This design comes from an exercise in tuning for a short achievable clock period and few clock cycles on the open sky130 flow, not from production work.
Function was checked by simulation only, so behaviour that the tests miss may differ from the original.
Power is estimated from default activity; no workload was simulated.

## design.v

```verilog
`timescale 10 ns / 1 ns
module alu(
	input  [32 - 1:0]  A,
	input  [32 - 1:0]  B,
	input  [              2:0]  ALUop,
	output                      Overflow,
	output                      CarryOut,
	output                      Zero,
	output [32 - 1:0]  Result
);
	wire CarryIn = (ALUop[2]==1'b1||ALUop[1:0]==2'b11);								 
	wire [32 :0] A_Extended = {A[32 - 1],A};	 
	wire [32 :0] B_Extended = {B[32 - 1],B};
	wire [32 :0] B_Convert = (ALUop[2]==1'b1||ALUop[1:0]==2'b11)? ~B_Extended : B_Extended; 
	wire [32 + 1:0] C = A_Extended+B_Convert+CarryIn;	 
	wire [32 - 1:0] Less;
	assign Result=({32{ALUop==3'b000}}&(A&B))
				|({32{ALUop==3'b001}}&(A|B))
				|({32{ALUop==3'b100}}&(A^B))
				|({32{ALUop==3'b101}}&~(A|B))
				|({32{ALUop[1:0]==2'b10}}&(C[32 - 1:0]))
				|({32{ALUop[1:0]==2'b11}}&(Less));
	assign Zero=(Result==32'b0);
	assign CarryOut=(ALUop[2]||ALUop[1:0])^C[32+1];
	assign Overflow=C[32]^C[32-1];				 
	assign Less={{(32-1){1'b0}},(ALUop[2]&&C[32])||((~ALUop[2])&&CarryOut)};
endmodule
`timescale 10 ns / 1 ns
module shifter (
	input  [32 - 1:0] A,
	input  [              4:0] B,
	input  [              1:0] Shiftop,
	output [32 - 1:0] Result
);
	localparam Left_logical     = 2'b00;
	localparam Right_logical    = 2'b10;
	localparam Right_arthimetic = 2'b11;
	wire   [2*32-1:0] extended_data = {{32{A[32-1]}},A};
	assign Result = {32{Shiftop==Left_logical}} & (A<<B) |
	                {32{Shiftop==Right_logical}} & (A>>B) |
					{32{Shiftop==Right_arthimetic}} & extended_data[{1'b0,B}+:32];
endmodule
`timescale 10 ns / 1 ns
module reg_file(
	input                       clk,
	input  [5 - 1:0]  waddr,
	input  [5 - 1:0]  raddr1,
	input  [5 - 1:0]  raddr2,
	input                       wen,
	input  [32 - 1:0]  wdata,
	output [32 - 1:0]  rdata1,
	output [32 - 1:0]  rdata2
);
	reg [32-1:0] rf [31:0];
	always @(posedge clk)
	begin
		if(wen==1'b1 && waddr!=5'b0) 
		rf [waddr]<= wdata; 
	end
	assign rdata1=(raddr1==0)?0:rf[raddr1];
	assign rdata2=(raddr2==0)?0:rf[raddr2]; 
endmodule
`timescale 10ns / 1ns
module custom_cpu(
	input         clk,
	input         rst,
	output [31:0] PC,
	output        Inst_Req_Valid,
	input         Inst_Req_Ready,
	input  [31:0] Instruction,
	input         Inst_Valid,
	output        Inst_Ready,
	output [31:0] Address,
	output        MemWrite,
	output [31:0] Write_data,
	output [ 3:0] Write_strb,
	output        MemRead,
	input         Mem_Req_Ready,
	input  [31:0] Read_data,
	input         Read_data_Valid,
	output        Read_data_Ready,
	output [31:0] cpu_perf_cnt_0,
	output [31:0] cpu_perf_cnt_1,
	output [31:0] cpu_perf_cnt_2
);
	wire [31:0] opnumber_1, opnumber_2;
	wire [ 2:0] ALUop;
	wire overflow,carryout,zero;
	wire [31:0] result_1;
	wire [31:0] shift_data;
	wire [ 4:0] shift_amount;
	wire [ 1:0] shiftop;
	wire [31:0] result_2;
	wire [ 4:0] RF_raddr1;
	wire [ 4:0] RF_raddr2;
	wire [31:0] RF_rdata1, RF_rdata2;
	wire	    RF_wen;
	wire [ 4:0] RF_waddr;
	wire [31:0]	RF_wdata;
	alu alu_u0(opnumber_1,opnumber_2,ALUop,overflow,carryout,zero,result_1); 
	shifter shifter_u0(shift_data,shift_amount,shiftop,result_2); 
	reg_file reg_file_u0(clk,RF_waddr,RF_raddr1,RF_raddr2,RF_wen,RF_wdata,RF_rdata1,RF_rdata2); 
	reg  [31:0] IR;  
	reg  [31:0] MDR;  
	reg  [31:0] PC_reg;  
	reg  [31:0] PC_next_reg;  
	reg  [31:0] ALUout;  
	wire [ 6:0] opcode      = IR[ 6: 0];
	wire [ 4:0] rd          = IR[11: 7];
	wire [ 2:0] funct3      = IR[14:12];
	wire [ 4:0] rs1         = IR[19:15];
	wire [ 4:0] rs2         = IR[24:20];
	wire [ 6:0] funct7      = IR[31:25];
	wire [11:0] I_immediate = IR[31:20];
	wire [11:0] S_immediate = {IR[31:25],IR[11:7]};
	wire [12:0] B_immediate = {IR[31],IR[7],IR[30:25],IR[11:8],1'b0};
	wire [31:0] U_immediate = {IR[31:12],12'b0};
	wire [20:0] J_immediate = {IR[31],IR[19:12],IR[20],IR[30:21],1'b0};
	wire R_type            = opcode[5] && opcode[4] && ~opcode[2];
	wire I_type            = ~opcode[5] && opcode[4] && ~opcode[2];
	wire R_calculate       = R_type && ~R_shift && ~multiply;
	wire R_shift           = R_type && (funct3[1:0]==2'b01);
	wire multiply          = R_type && (funct7[0]);
	wire I_calculate       = I_type && ~I_shift;
	wire I_shift           = I_type && (funct3[1:0]==2'b01);
	wire calculate         = R_calculate || I_calculate;
	wire shift             = R_shift || I_shift;
	wire jump              = opcode[6] && opcode[2];
	wire branch            = opcode[6] && ~opcode[2];
	wire load              = ~opcode[5] && ~opcode[4];
	wire store             = ~opcode[6] && opcode[5] && ~opcode[4];
	wire load_imm          = ~opcode[6] && opcode[2];
	wire jal               = jump && opcode[3];
	wire jalr              = jump && ~opcode[3];
	wire [2:0] ALUsrc_state = {(current_state[3:1]==3'b000), current_state[3],current_state[2]||current_state[1]};  
	wire [1:0] ALUsrcA      = {jalr,load_imm};
	wire [2:0] ALUsrcB1     = {branch,jal,jalr};
	wire [3:0] ALUsrcB2     = {load_imm,branch || R_calculate || multiply,load || I_calculate,store};
	localparam INIT      = 9'b000000001,  
			   IF        = 9'b000000010,  
			   IW        = 9'b000000100,  
			   ID        = 9'b000001000,  
			   EX        = 9'b000010000,  
			   STORE     = 9'b000100000,  
			   LOAD      = 9'b001000000,  
			   RDW       = 9'b010000000,  
			   WB        = 9'b100000000;  
	reg [8:0] current_state;
	reg [8:0] next_state;
	always @(posedge clk)begin
		if(rst==1'b1)
			current_state <= INIT;
		else
			current_state <= next_state;
	end
	always @(*)begin
		if(rst==1'b1)
			next_state = INIT;
		else begin
			case(current_state)
			INIT: 
				next_state = IF;  
			IF:   begin
				if(Inst_Req_Ready==1'b1)  
					next_state = IW;
				else
					next_state = IF;
			end
			IW:   begin
				if(Inst_Valid==1'b1)  
					next_state = ID;
				else
					next_state = IW;
			end
			ID:   
				next_state = EX;  
			EX:   begin
				if(branch)
					next_state = IF;
				else if(calculate||shift||jump||load_imm||multiply)
					next_state = WB;
				else if(store)
					next_state = STORE;
				else if(load)
					next_state = LOAD;
				else
					next_state = EX;
			end
			STORE:begin
				if(Mem_Req_Ready==1'b1)  
					next_state = IF;
				else
					next_state = STORE;
			end
			LOAD: begin
				if(Mem_Req_Ready==1'b1)  
					next_state = RDW;
				else
					next_state = LOAD;
			end
			RDW:  begin
				if(Read_data_Valid==1'b1)  
					next_state = WB;
				else
					next_state = RDW;
			end
			WB:
				next_state = IF;
			default:
				next_state = INIT;
			endcase
		end
	end
	always @(posedge clk)begin
		if(current_state==INIT)  
			PC_next_reg <= 32'b0;
		else if(current_state==IF || current_state==IW)  
			PC_next_reg <= ALUout;
	end
	wire [2:0] branch_type = {funct3[2:1]==2'b00,funct3[2:1]==2'b10,funct3[2:1]==2'b11};
	wire branch_condition = branch_type[2] && (funct3[0]^zero) ||
							branch_type[1] && (funct3[0]^result_1[0]) ||
							branch_type[0] && (funct3[0]^carryout);  
	always @(posedge clk)begin
		if(current_state==INIT)
			PC_reg <= 32'b0;
		else if(current_state==ID && ~jump && ~branch && ~load_imm)
			PC_reg <= PC_next_reg;
		else if(current_state==EX)begin
			if(branch && branch_condition)
				PC_reg <= ALUout;
			else if(branch && ~branch_condition)
				PC_reg <= PC_next_reg;
			else if(jump)
				PC_reg <= ALUout;
			else if(load_imm)
				PC_reg <= PC_next_reg;
		end
	end
	always @(posedge clk)begin
		if(current_state[2] && Inst_Valid)
			IR <= Instruction;
	end
	always @(posedge clk)begin
		if(current_state[7] && Read_data_Valid)
			MDR <= Read_data;
	end
	always @(posedge clk)begin
		ALUout <= result_1;
	end
	assign PC = PC_reg;
	assign RF_raddr1       = rs1;
	assign RF_raddr2       = rs2;
	wire   write_condition = calculate||shift||load||load_imm||jump||multiply;
	assign RF_wen          = (current_state == WB)&&(write_condition);
	assign RF_waddr        = rd;
	wire [31:0] calculate_wdata = {32{calculate}} & ALUout;
	wire [31:0] shift_wdata     = {32{shift}} & result_2;
	wire [63:0] full_multiply_result = RF_rdata1*RF_rdata2;
	wire [31:0] multiply_wdata  = {32{multiply}} & full_multiply_result[31:0];
	wire [31:0] jump_wdata      = {32{jump}} & PC_next_reg;
	wire [31:0] load_imm_wdata  = {32{load_imm}} & (opcode[5]? U_immediate:ALUout);
	wire [31:0] load_wdata; 
	wire [ 7:0] target_byte     = MDR[{ALUout[1:0],3'b0}+:8];
	wire [15:0] target_halfword = MDR[{ALUout[1:0],3'b0}+:16];
	wire [31:0] zeroextended_target_byte = {{24{1'b0}},target_byte};
	wire [31:0] zeroextended_target_halfword = {{16{1'b0}},target_halfword};
	wire [31:0] signextended_target_byte = {{24{target_byte[7]}},target_byte};
	wire [31:0] signextended_target_halfword = {{16{target_halfword[15]}},target_halfword};
	assign load_wdata           = {32{load}} &
								  {{32{(funct3==3'b000)}} & signextended_target_byte |
	                               {32{(funct3==3'b001)}} & signextended_target_halfword |
								   {32{(funct3==3'b010)}} & MDR |
								   {32{(funct3==3'b100)}} & zeroextended_target_byte |
								   {32{(funct3==3'b101)}} & zeroextended_target_halfword};
	assign RF_wdata             = load_wdata | calculate_wdata | shift_wdata | multiply_wdata |jump_wdata | load_imm_wdata;
	assign opnumber_1               = {32{ALUsrc_state[0]}} & PC_reg |
									  {32{ALUsrc_state[1]}} & (ALUsrcA[1]? RF_rdata1:PC_reg) |
									  {32{ALUsrc_state[2]}} & (ALUsrcA[0]? PC_reg:RF_rdata1);
	wire [31:0] signextended_Iimm   = {{20{I_immediate[11]}},I_immediate};
	wire [31:0] signextended_Jimm   = {{11{J_immediate[20]}},J_immediate};
	wire [31:0] signextended_Bimm   = {{19{B_immediate[12]}},B_immediate};
	wire [31:0] signextended_Simm   = {{20{S_immediate[11]}},S_immediate};
	assign opnumber_2               = {32{ALUsrc_state[0]}} & 32'b100 |
									  {32{ALUsrc_state[1]}} & {
										{32{ALUsrcB1[0]}} & signextended_Iimm |
										{32{ALUsrcB1[1]}} & signextended_Jimm |
										{32{ALUsrcB1[2]}} & signextended_Bimm } |
									  {32{ALUsrc_state[2]}} & {
										{32{ALUsrcB2[0]}} & signextended_Simm |
										{32{ALUsrcB2[1]}} & signextended_Iimm |
										{32{ALUsrcB2[2]}} & RF_rdata2 |
										{32{ALUsrcB2[3]}} & U_immediate};
	wire ADD_type              = (funct3==3'b000);
	wire AND_type              = funct3[2];
	wire SLT_type              = (funct3[2:1]==2'b01);
	wire [2:0] AND_op          = {~funct3[1],1'b0,funct3[1:0]==2'b10};
	wire [2:0] SLT_op          = {~funct3[0],2'b11};
	wire [2:0] ALUop_Rcal      = {3{R_calculate}} &
							     {{3{ADD_type}} & {funct7[5],2'b10} |
	                              {3{AND_type}} & AND_op |
							      {3{SLT_type}} & SLT_op};
	wire [2:0] ALUop_Ical      = {3{I_calculate}} &
								 {{3{ADD_type}} & {3'b010} |
								  {3{AND_type}} & AND_op |
								  {3{SLT_type}} & SLT_op};
	wire [2:0] ALUop_branch    = {3{branch}} &
								 {{3{~funct3[2]}} & 3'b110 |
								  {3{funct3[2:1]==2'b10}} & 3'b111 |
								  {3{funct3[1]}} & 3'b011};
	assign ALUop               = {3{ALUsrc_state[0] || ALUsrc_state[1]}} & {3'b010} |
								 {3{ALUsrc_state[2]}} & {
									{3{jump||load||store||load_imm}} & {3'b010} |
									ALUop_branch | ALUop_Rcal | ALUop_Ical
								 };
	assign shift_data   = shift? RF_rdata1 : RF_rdata2;
	assign shift_amount = {5{R_shift}} & RF_rdata2[4:0] |
						  {5{I_shift}} & I_immediate[4:0] |
						  {5{store}} & {ALUout[1:0],3'b000};
	assign shiftop      = {2{shift}} & {funct3[2],funct7[5]} |
						  {2{store}} & {2'b00};
	assign Inst_Req_Valid = current_state[1];
	assign Inst_Ready     = current_state[0] | current_state[2];
	assign Read_data_Ready= current_state[0] | current_state[7];
	assign MemRead        = current_state[6];
	assign MemWrite       = current_state[5];
	assign Address        = {32{current_state[1]}} & PC_reg |
						    {32{current_state[5] || current_state[6]}} & {ALUout[31:2],{2'b0}};
	assign Write_data     = result_2;
	wire [3:0] sb_strb    = {4{funct3[1:0]==2'b00}} & {ALUout[1:0]==2'b11,ALUout[1:0]==2'b10,ALUout[1:0]==2'b01,ALUout[1:0]==2'b00};
	wire [3:0] sh_strb    = {4{funct3[0]}} & {{2{ALUout[1]}},{2{~ALUout[1]}}};
	wire [3:0] sw_strb    = {4{funct3[1]}} & {4'b1111};
	assign Write_strb     = {4{store}} & (sb_strb | sh_strb | sw_strb);
	reg [31:0] cycle_cnt;
	always @(posedge clk)begin
		if(rst==1'b1)
			cycle_cnt <= 32'b0;
		else
			cycle_cnt <= cycle_cnt+32'b1;
	end
	assign cpu_perf_cnt_0 = cycle_cnt;
	reg [31:0] mem_cycle_cnt;
	always @(posedge clk)begin
		if(rst==1'b1)
			mem_cycle_cnt <= 32'b0;
		else if((current_state[6] || current_state[5]) && Mem_Req_Ready)  
			mem_cycle_cnt <= mem_cycle_cnt+32'b1;
	end
	assign cpu_perf_cnt_1 = mem_cycle_cnt;
	reg [31:0] inst_cycle_cnt;
	always @(posedge clk)begin
		if(rst==1'b1)
			inst_cycle_cnt <= 32'b0;
		else if(current_state[1] && Inst_Req_Ready)  
			inst_cycle_cnt <= inst_cycle_cnt+32'b1;
	end
	assign cpu_perf_cnt_2 = inst_cycle_cnt;
endmodule
```

## run.sh

```bash
#!/bin/bash
# synth_recipe.tcl (not shown) runs the flow's synth.tcl, then flattens the netlist and writes it again
# the make line also repeats each setting of config.mk as NAME=value (left out here)
make -C /OpenROAD-flow-scripts/flow DESIGN_CONFIG=/design/flow/config.mk WORK_HOME=/design/flow/orfs CLKGATE_MAP_FILE= SYNTH_SCRIPT=/design/flow/synth_recipe.tcl finish
```

## config.mk

```make
export PLATFORM = sky130hd
export DESIGN_NAME = custom_cpu
export DESIGN_NICKNAME = custom_cpu
export VERILOG_FILES = /design/flow/design.v
export SDC_FILE = /design/flow/constraint.sdc
export NUM_CORES = 4
export LEC_CHECK = 0
export CAP_MARGIN = 20
export CORE_MARGIN = 2
export CORE_UTILIZATION = 40
export SLEW_MARGIN = 20
```

## constraint.sdc

```tcl
create_clock -name core_clock -period 11.0 [get_ports {clk}]
set_input_delay 2.2000 -clock core_clock [delete_from_list [all_inputs] [get_ports {clk}]]
set_output_delay 2.2000 -clock core_clock [all_outputs]
set_load 0.01 [all_outputs]
```

==> reports/metrics.yaml <==
largest_reg_flops: 1024
first_pass_iters: 8
ant_nets: 0
seq_area_frac_synth_pct: 43.2
area_growth_pct: 15.2
total_power_uw: 30200
synth_cell_types: 93
initial_core_util_pct: 40.2
grt_pass1_vias: 61600
rows: 169
endpoint: "reg_file_u0.rf[15][30]$_DFFE_PP_"
post_cts_resize_count: 0
p_leak_uw: 0.0364
ys_async_sr_fraction_pct: 0
numCtsBuffers: 143
hpwl_um: 221000
wire_per_inst_um: 31.5
nFillCells: 18900
io_pins: 271
cts_root_buf: "clkbuf_16"
r2r_setup_slack_ns: 0.47
hold_violations: 0
critPathKind: "flop to flop"
core_area_mm2: 0.212
largest_register: "reg_file_u0.rf"
ys.flop_type: "edfxtp_1"
fin_nets: 7829
seqCellArea_mm2: 0.0369
cp.required_ns: 11.61
p_per_area_mw_per_mm2: 308
io_buffers: 268
dieArea_mm2: 0.217
skew_ns: 0.0738
synth_seq_cells: 1297
antenna_found_initial: 8
fin_ws_ns: 0.471
hold_path_class: "flop to flop"
crit_path_end_kind: "flop"
cts_buffer_depth: 3
grtUsageMet2_pct: 45.7
cts_hold_buf: 0
rr_worst_depth: 32
period_share_pct: 95.7
finalWirelength_um: 318000
whs_ns: 0.494
cp_common_cell: "fa_1"
outcome: "finished clean"
clkTransAtPathRegs_ns: 0.06
path_max_fanout: 34
worstSkewPairLatency_ns: 0.84
drt_iter0_drc: 8351
drv_cap: 0
cp-start-kind: "flop"
postCtsSetupBuffers: 0
max_slew_margin_pct: 11.8
dieWidth_um: 465
setup_tns_ns: 0
multi_input_area_mm2: 0.0448
ctsHtreeMaxLevel: 4
ir_drop_uv: 1030
synthesis.area_mm2: 0.0852
slowest_stage: "mux2i_1"
ys_warn_count: 2
dr_total_vias: 62000
dieHeight_um: 465
drcViolationCount: 0
grt_pass1_wl_um: 450000
post-place-ws_ns: 0.589
syn_inst: 6787
top_usage_layer: "met2"
grtUsageTotal_pct: 29.0
utilization_pct: 46.3
grt_start_max_net_pins: 101
cp.arrival_ns: 11.14
slowest_delay_ns: 0.62
tightest_slew_ns: 1.32
cts_tree: "done"
viasPerCell: 6.16
drive_gt1_share_pct: 19.9
grt_overflow_total: 0
rsz0062_at_grt: "no"
grtUsageMet3_pct: 4.94
clock_sinks: 1297
grtUsageMet1_pct: 37.8
avgSynthCellArea_um2: 12.6
gp_congestion: 1.02
synth-edff-count: 1086
drv_slew: 0
fin_crit_ns: 10.53
max_freq_mhz: 95.0
setup_viol: 0
rr_endpoint: "reg_file_u0.rf[15][30]$_DFFE_PP_"
worst min path at each step:
stage / start / endpoint / slack (ns) / cells after the start
after CTS: PC_next_reg[6]$_SDFFE_PN0P_ / PC_next_reg[6]$_SDFFE_PN0P_ / 0.49 / 2
final: PC_next_reg[6]$_SDFFE_PN0P_ / PC_next_reg[6]$_SDFFE_PN0P_ / 0.49 / 2
after global routing: cycle_cnt[0]$_SDFF_PP0_ / cycle_cnt[0]$_SDFF_PP0_ / 0.50 / 1
after floorplan: PC_next_reg[12]$_SDFFE_PN0P_ / PC_next_reg[12]$_SDFFE_PN0P_ / 0.46 / 2
after global placement: PC_next_reg[11]$_SDFFE_PN0P_ / PC_next_reg[11]$_SDFFE_PN0P_ / 0.46 / 2
after detailed placement: cycle_cnt[0]$_SDFF_PP0_ / cycle_cnt[0]$_SDFF_PP0_ / 0.48 / 1
through the flow:
stage | area (um^2) | instances
2_1_floorplan | 85300 | 6818
3_3_place_gp | 93200 | 9803
3_5_place_dp | 93200 | 9805
4_1_cts | 98000 | 10100
5_1_grt | 98100 | 10100
6_report | 98100 | 10100
cells by family after synthesis:
| logic type | Yosys count | share of synthesized area, % |
|---|---|---|
| flip-flops | 1297 | 43.2 |
| other | 1 | 0.00440 |
| buffers and inverters | 1051 | 4.83 |
| XOR/XNOR | 218 | 2.24 |
| AO/OA/AOI/OAI | 960 | 7.71 |
| multiplexers | 894 | 19.9 |
| adder cells (fa/ha/maj) | 630 | 12.9 |
| AND/OR/NAND/NOR | 1736 | 9.21 |
Yosys cell counts, types with 83 or more instances:
| master | instances | share of area (%) |
|---|---|---|
| dfxtp_1 | 211 | 5.0 |
| inv_1 | 569 | 2.5 |
| ha_1 | 221 | 3.2 |
| nor2b_1 | 83 | 0.61 |
| fa_1 | 409 | 9.6 |
| o21ai_0 | 174 | 1.0 |
| nand2b_1 | 96 | 0.71 |
| xnor2_1 | 123 | 1.3 |
| mux4_2 | 633 | 17 |
| xor2_1 | 95 | 0.98 |
| a21oi_1 | 251 | 1.5 |
| nand3_1 | 86 | 0.51 |
| clkbuf_1 | 331 | 1.5 |
| nor2_1 | 635 | 2.8 |
| nand2_1 | 527 | 2.3 |
| edfxtp_1 | 1086 | 38 |
| mux2i_1 | 207 | 2.4 |
final cells by class:
type,instances,share of cell area (%)
Sequential cell,1297,37.6
Multi-Input combinational cell,4470,45.7
Timing Repair Buffer,643,6.02
Inverter,574,2.20
Clock inverter,97,1.11
Antenna cell,8,0.0204
Tap cell,2821,3.60
Clock buffer,164,3.78
where the power goes:
part | switching (uW) | leakage [uW] | internal, uW
Sequential | 203 | 0.0117 | 6520
Clock | 2140 | 0.00232 | 2790
Combinational | 11500 | 0.0224 | 7090
Total | 13800 | 0.0364 | 16400
critical path, delay by kind of cell (launching register included):
kind	cells	cell delay (ns)
simple gates	5	1.43
compound gates	4	0.87
mux	4	2.07
flops	1	0.43
buf+inv	10	1.62
fa+ha+maj	9	3.87
layer usage:
metal,wire (um),share of wire (%)
met4,21600,6.8
met1,120000,38
met2,147000,46
met5,11,0.0035
met3,29100,9.2
cells in the final DEF, fill, tap and decap left out, drive strengths merged, types with 33 or more instances in the layout:
master	synthesis	final
edfxtp	1086	1086
nor2	635	635
mux4	634	634
inv	569	575
nand2	527	527
fa	409	409
buf	146	376
clkdlybuf4s50	0	267
a21oi	253	253
ha	221	221
dfxtp	211	211
mux2i	207	207
o21ai	179	179
clkbuf	331	164
xnor2	123	123
nand2b	96	96
xor2	95	95
nand3	86	86
nor2b	83	83
clkinv	5	76
a211oi	70	70
nor3	70	70
and2	54	54
mux2	53	53
a21o	50	50
a22o	48	48
and3	40	40
or2	38	38
a221oi	33	33
nand4	33	33
a31oi	33	33
o221a	33	33
Testbench counts, summed over its fixed seeds: cycles 373,407.

-- afterwards: timing with drivers on the ports --
Ports are ideal in the flow. The routed layout listed here was re-timed in OpenROAD.
Step 1: set_driving_cell puts a clkbuf_16 on clk and a buf_2 on each other input, an assumption about the parent block.
Step 2 moves the port delays by t, midway between the first and last clock arrival at a register: inputs arrive t later, outputs are due t later. That takes back most of the time a late clock gives input paths.
Slacks: no drivers / after step 1 / after step 2; pairs: no drivers / after step 1.
shift t [ns]: 0.901
setup WS [ns]: 0.471 / 0.471 / 0.471
worst setup path after step 2: register to register
worst slew at a driven data input, ns: 0.09
After both steps this run still meets setup and hold. The setup slack of this run moves by 0.000 ns with the drivers and by 0.000 ns with both steps.
